Source: an optimization exercise on an open RTL-to-GDS flow (aim: small area and a short achievable clock period). Production flows keep margins and buffers that such runs may drop.
The clock port is modelled as an ideal driver, which makes a skipped or thinned clock tree look cheaper than it is; a real chip needs a root buffer or a tree.
Power figures rest on the tool's default switching activity, not on a simulated workload.

## run A
// mac5
module mac5 #(parameter WIDTH=32)
   (input logic [(WIDTH/2)-1:0] a,
    input logic [(WIDTH/2)-1:0] b,
    input logic               clk, reset,
    output logic [WIDTH-1:0]  out);
   logic [15:0] ra;
   logic [7:0] bneg, bone, btwo;
   logic rb15;
   wire [16:0] bx = {b, 1'b0};
   logic f;
   logic q2_0_0;
   logic q2_1_0;
   logic q2_2_0;
   logic q2_3_0;
   logic q2_3_1;
   logic q2_3_2;
   logic q2_4_0;
   logic q2_4_1;
   logic q2_5_0;
   logic q2_5_1;
   logic q2_6_0;
   logic q2_6_1;
   logic q2_7_0;
   logic q2_7_1;
   logic q2_8_0;
   logic q2_8_1;
   logic q2_9_0;
   logic q2_9_1;
   logic q2_10_0;
   logic q2_10_1;
   logic q2_11_0;
   logic q2_11_1;
   logic q2_11_2;
   logic q2_11_3;
   logic q2_12_0;
   logic q2_12_1;
   logic q2_12_2;
   logic q2_13_0;
   logic q2_13_1;
   logic q2_13_2;
   logic q2_14_0;
   logic q2_14_1;
   logic q2_14_2;
   logic q2_15_0;
   logic q2_15_1;
   logic q2_15_2;
   logic q2_16_0;
   logic q2_16_1;
   logic q2_16_2;
   logic q2_16_3;
   logic q2_17_0;
   logic q2_17_1;
   logic q2_17_2;
   logic q2_17_3;
   logic q2_18_0;
   logic q2_18_1;
   logic q2_18_2;
   logic q2_18_3;
   logic q2_19_0;
   logic q2_19_1;
   logic q2_19_2;
   logic q2_19_3;
   logic q2_20_0;
   logic q2_20_1;
   logic q2_20_2;
   logic q2_20_3;
   logic q2_21_0;
   logic q2_21_1;
   logic q2_21_2;
   logic q2_21_3;
   logic q2_22_0;
   logic q2_22_1;
   logic q2_23_0;
   logic q2_23_1;
   logic q2_23_2;
   logic q2_24_0;
   logic q2_24_1;
   logic q2_24_2;
   logic q2_25_0;
   logic q2_25_1;
   logic q2_25_2;
   logic q2_26_0;
   logic q2_26_1;
   logic q2_26_2;
   logic q2_27_0;
   logic q2_27_1;
  ...
Size: roughly 220 flip-flops, about 66 I/O pins.
make LEC_CHECK=0 ABC_CLOCK_PERIOD_IN_PS=1000 CAP_MARGIN=20 CORE_MARGIN=2 CORE_UTILIZATION=40 SETUP_SLACK_MARGIN=4.5 SLEW_MARGIN=20 SYNTH_HIERARCHICAL=1 SYNTH_MINIMUM_KEEP_SIZE=0 finish   # period 7.0 ns
run.sh (not shown) runs the stock make flow with config.mk's settings and CLKGATE_MAP_FILE= SYNTH_SCRIPT=/design/flow/synth_recipe.tcl, a recipe that flattens the netlist after the stock synthesis.
Run A did not stop at any stage, and its layout met the timing, DRC and antenna checks.
### run A -> run B
==> flow/flow/run.sh (new file) <==
#!/bin/bash
# Standard layout, with port buffers of a plain buffer cell and sizing not
# held to the cells' footprints. Full tool output goes to orfs/logs and standard.log.
bash standard.sh MATCH_CELL_FOOTPRINT=0 \
  BUFFER_PORTS_ARGS="-buffer_cell sky130_fd_sc_hd__buf_2" \
  finish > standard.log 2>&1
==> flow/standard.sh (new file) <==
#!/bin/bash
# synth_recipe.tcl (not shown) runs the flow's synth.tcl, then flattens the netlist and writes it again
# the make line also repeats each setting of config.mk as NAME=value (left out here)
make -C /OpenROAD-flow-scripts/flow DESIGN_CONFIG=/design/flow/config.mk WORK_HOME=/design/flow/orfs CLKGATE_MAP_FILE= SYNTH_SCRIPT=/design/flow/synth_recipe.tcl "${@:-finish}"
removed: flow/run.sh
## What came out
- Per the comparison of run B with run A, portion of total power attributed to combinational logic shrank by 1.6 points, setup slack shrank by 0.0081 ns, number of ordinary and repair buffers in the finished layout shrank by about 10%, period utilization held steady.
- Compared with run A, via count of the first global-routing pass in run B decreased by a few percent.
- Run comparison: run A worst setup path endpoint q2_16_0$_DFF_P_; run B worst setup path endpoint q2_10_0$_DFF_P_
- Compared with run A, run B shows minimum hold slack higher by 0.0034 ns.
- NOTE worst vdd rail ir drop run A->run B increased by more than a quarter
Input-level comparison between run C and run B:
==> flow/flow/run.sh <==
#!/bin/bash
# Standard layout, with port buffers of a plain buffer cell, sizing not held to
# the cells' footprints, and a clock tree without dummy loads.
bash standard.sh MATCH_CELL_FOOTPRINT=0 \
  BUFFER_PORTS_ARGS="-buffer_cell sky130_fd_sc_hd__buf_2" \
  CTS_ARGS="-sink_clustering_enable -repair_clock_nets -dont_use_dummy_load -sink_clustering_size 30 -sink_clustering_max_diameter 60" \
  finish > standard.log 2>&1
--- outcome ---
Final cell count (higher): run B. Summary of run C over run B: final estimated routing congestion in global placement about even; power share of the sequential group saw an increase; total power of the final layout went down 0.47 mW; number of cells on the critical path -1. Going from run B to run C, power share of the combinational group has increased; via density per instance has remained practically unchanged. Compared with run B, run C shows final critical delay including setup and external delays lower by 0.044 ns. Delta (run C minus run B): routing usage on met2 now sits lower, number of buffers outside the clock class in the layout now sits lower. Compared with run B, run C shows a least setup slack across all paths after layout that is 0.044 ns higher.
No functional check of the RTL was part of any run of this note.

---

mac5, a different RTL version from the one above (not shown whole).
Size: ~990 cells after synthesis, ~230 flip-flops, roughly 66 I/O pins, roughly 12000 µm² of cells after synthesis.
clock: 7.0 ns
lec_check: 0
abc_clock_period_in_ps: 1000
cap_margin: 20
core_margin: 2
core_utilization: 40
setup_slack_margin: 4.65
slew_margin: 20
synth_hierarchical: 1
synth_minimum_keep_size: 0
standard.sh (not shown) runs the stock make flow with config.mk's settings and CLKGATE_MAP_FILE= SYNTH_SCRIPT=/design/flow/synth_recipe.tcl, a recipe that flattens the netlist after the stock synthesis.
==> flow/flow/run.sh <==
#!/bin/bash
# Standard layout (bash standard.sh) with: port buffers of a plain buffer cell,
# sizing not held to the cells' footprints, a clock tree without dummy loads,
# and the root clock buffer removed after CTS, so that the clock port drives the two buffers below it (clock_root.tcl).
# Each tool's output goes to its own log here and under orfs/logs.
set -e
ARGS=(MATCH_CELL_FOOTPRINT=0
  BUFFER_PORTS_ARGS="-buffer_cell sky130_fd_sc_hd__buf_1"
  CTS_ARGS="-sink_clustering_enable -repair_clock_nets -dont_use_dummy_load -sink_clustering_size 30 -sink_clustering_max_diameter 60")
bash standard.sh "${ARGS[@]}" cts > standard_cts.log 2>&1
CTS_DB=$PWD/orfs/results/sky130hd/mac5/base/4_cts.odb openroad -no_init -exit flow/clock_root.tcl > flatten_clock.log 2>&1
bash standard.sh "${ARGS[@]}" finish > standard.log 2>&1
==> flow/flow/clock_root.tcl <==
set db_file $::env(CTS_DB)
read_db $db_file
set block [ord::get_db_block]
set clk_net [$block findNet clk]
set roots {}
foreach it [$clk_net getITerms] { lappend roots [$it getInst] }
foreach root $roots {
  set rout [[$root findITerm X] getNet]
  set sinks {}
  foreach it [$rout getITerms] { if {[$it getInst] ne $root} { lappend sinks $it } }
  puts "removing root [$root getName] ([llength $sinks] sinks)"
  foreach it $sinks { $it disconnect; $it connect $clk_net }
  [$root findITerm A] disconnect
  [$root findITerm X] disconnect
  odb::dbInst_destroy $root
  odb::dbNet_destroy $rout
}
set n 0
foreach it [$clk_net getITerms] { incr n }
puts "clock port now drives $n cell pins"
write_db $db_file
The first run completed without violations.
Next try:
==> flow/flow/run.sh (replaced) <==
#!/bin/bash
# Standard layout, with port buffers of a plain buffer cell, sizing not held to
# the cells' footprints, and a clock tree without dummy loads.
bash standard.sh MATCH_CELL_FOOTPRINT=0 \
  BUFFER_PORTS_ARGS="-buffer_cell sky130_fd_sc_hd__buf_1" \
  CTS_ARGS="-sink_clustering_enable -repair_clock_nets -dont_use_dummy_load -sink_clustering_size 30 -sink_clustering_max_diameter 60" \
  finish > standard.log 2>&1
SETUP_SLACK_MARGIN = 4.6   (was 4.65)
TNS_END_PERCENT = 10   (was default)
removed: flow/flow/clock_root.tcl
The new run finished with timing, DRC and antenna clean.
Non-clock buffer count fell by 30.
Synthesized cell count does not change.
Critical path depth fell by 4.
Area after synthesis stays the same.
Worst setup slack degrades by 0.11 ns.
Cell count fell by 2.3%.
Fmax fell by 4.4%.
Total power fell by 6.6%.
Global-route usage fell by 1.2 points.
Sequential cell count is unchanged.
No run of this note included a check of the RTL's function; only the layout flow was run.

==> separate check: timing with driven ports <==
How much do the figures lean on ideal ports? The routed layouts below were timed once more, with nothing changed but the port constraints.
Step 1 assumes that a clkbuf_16 drives the clock port and a buf_2 every other input.
Step 2, shift: input delay + t, output delay - t, t = (earliest + latest rising clock arrival at the registers) / 2. This alone moves slack from input paths to output paths.
a / b / c = ideal / step 1 / step 2; a / b = the first two.
| run | shift t [ns] | setup slack, ns | hold WS [ns] | slew at the worst register clock pin (ns) |
|---|---|---|---|---|
| run A | 0.563 | 4.436 / 4.436 / 4.436 | 0.325 / 0.325 / 0.325 | 0.06 / 0.06 |
| run B | 0.556 | 4.428 / 4.428 / 4.428 | 0.328 / 0.328 / 0.328 | 0.06 / 0.06 |
| run C | 0.526 | 4.472 / 4.472 / 4.472 | 0.311 / 0.311 / 0.311 | 0.10 / 0.10 |
| the first run of note 2 | 0.426 | 4.684 / 4.684 / 4.684 | 0.327 / 0.327 / 0.327 | 0.08 / 0.08 |
| the second run of note 2 | 0.534 | 4.577 / 4.525 / 4.583 | 0.322 / 0.322 / 0.322 | 0.08 / 0.08 |
After both steps every run listed still meets setup and hold.
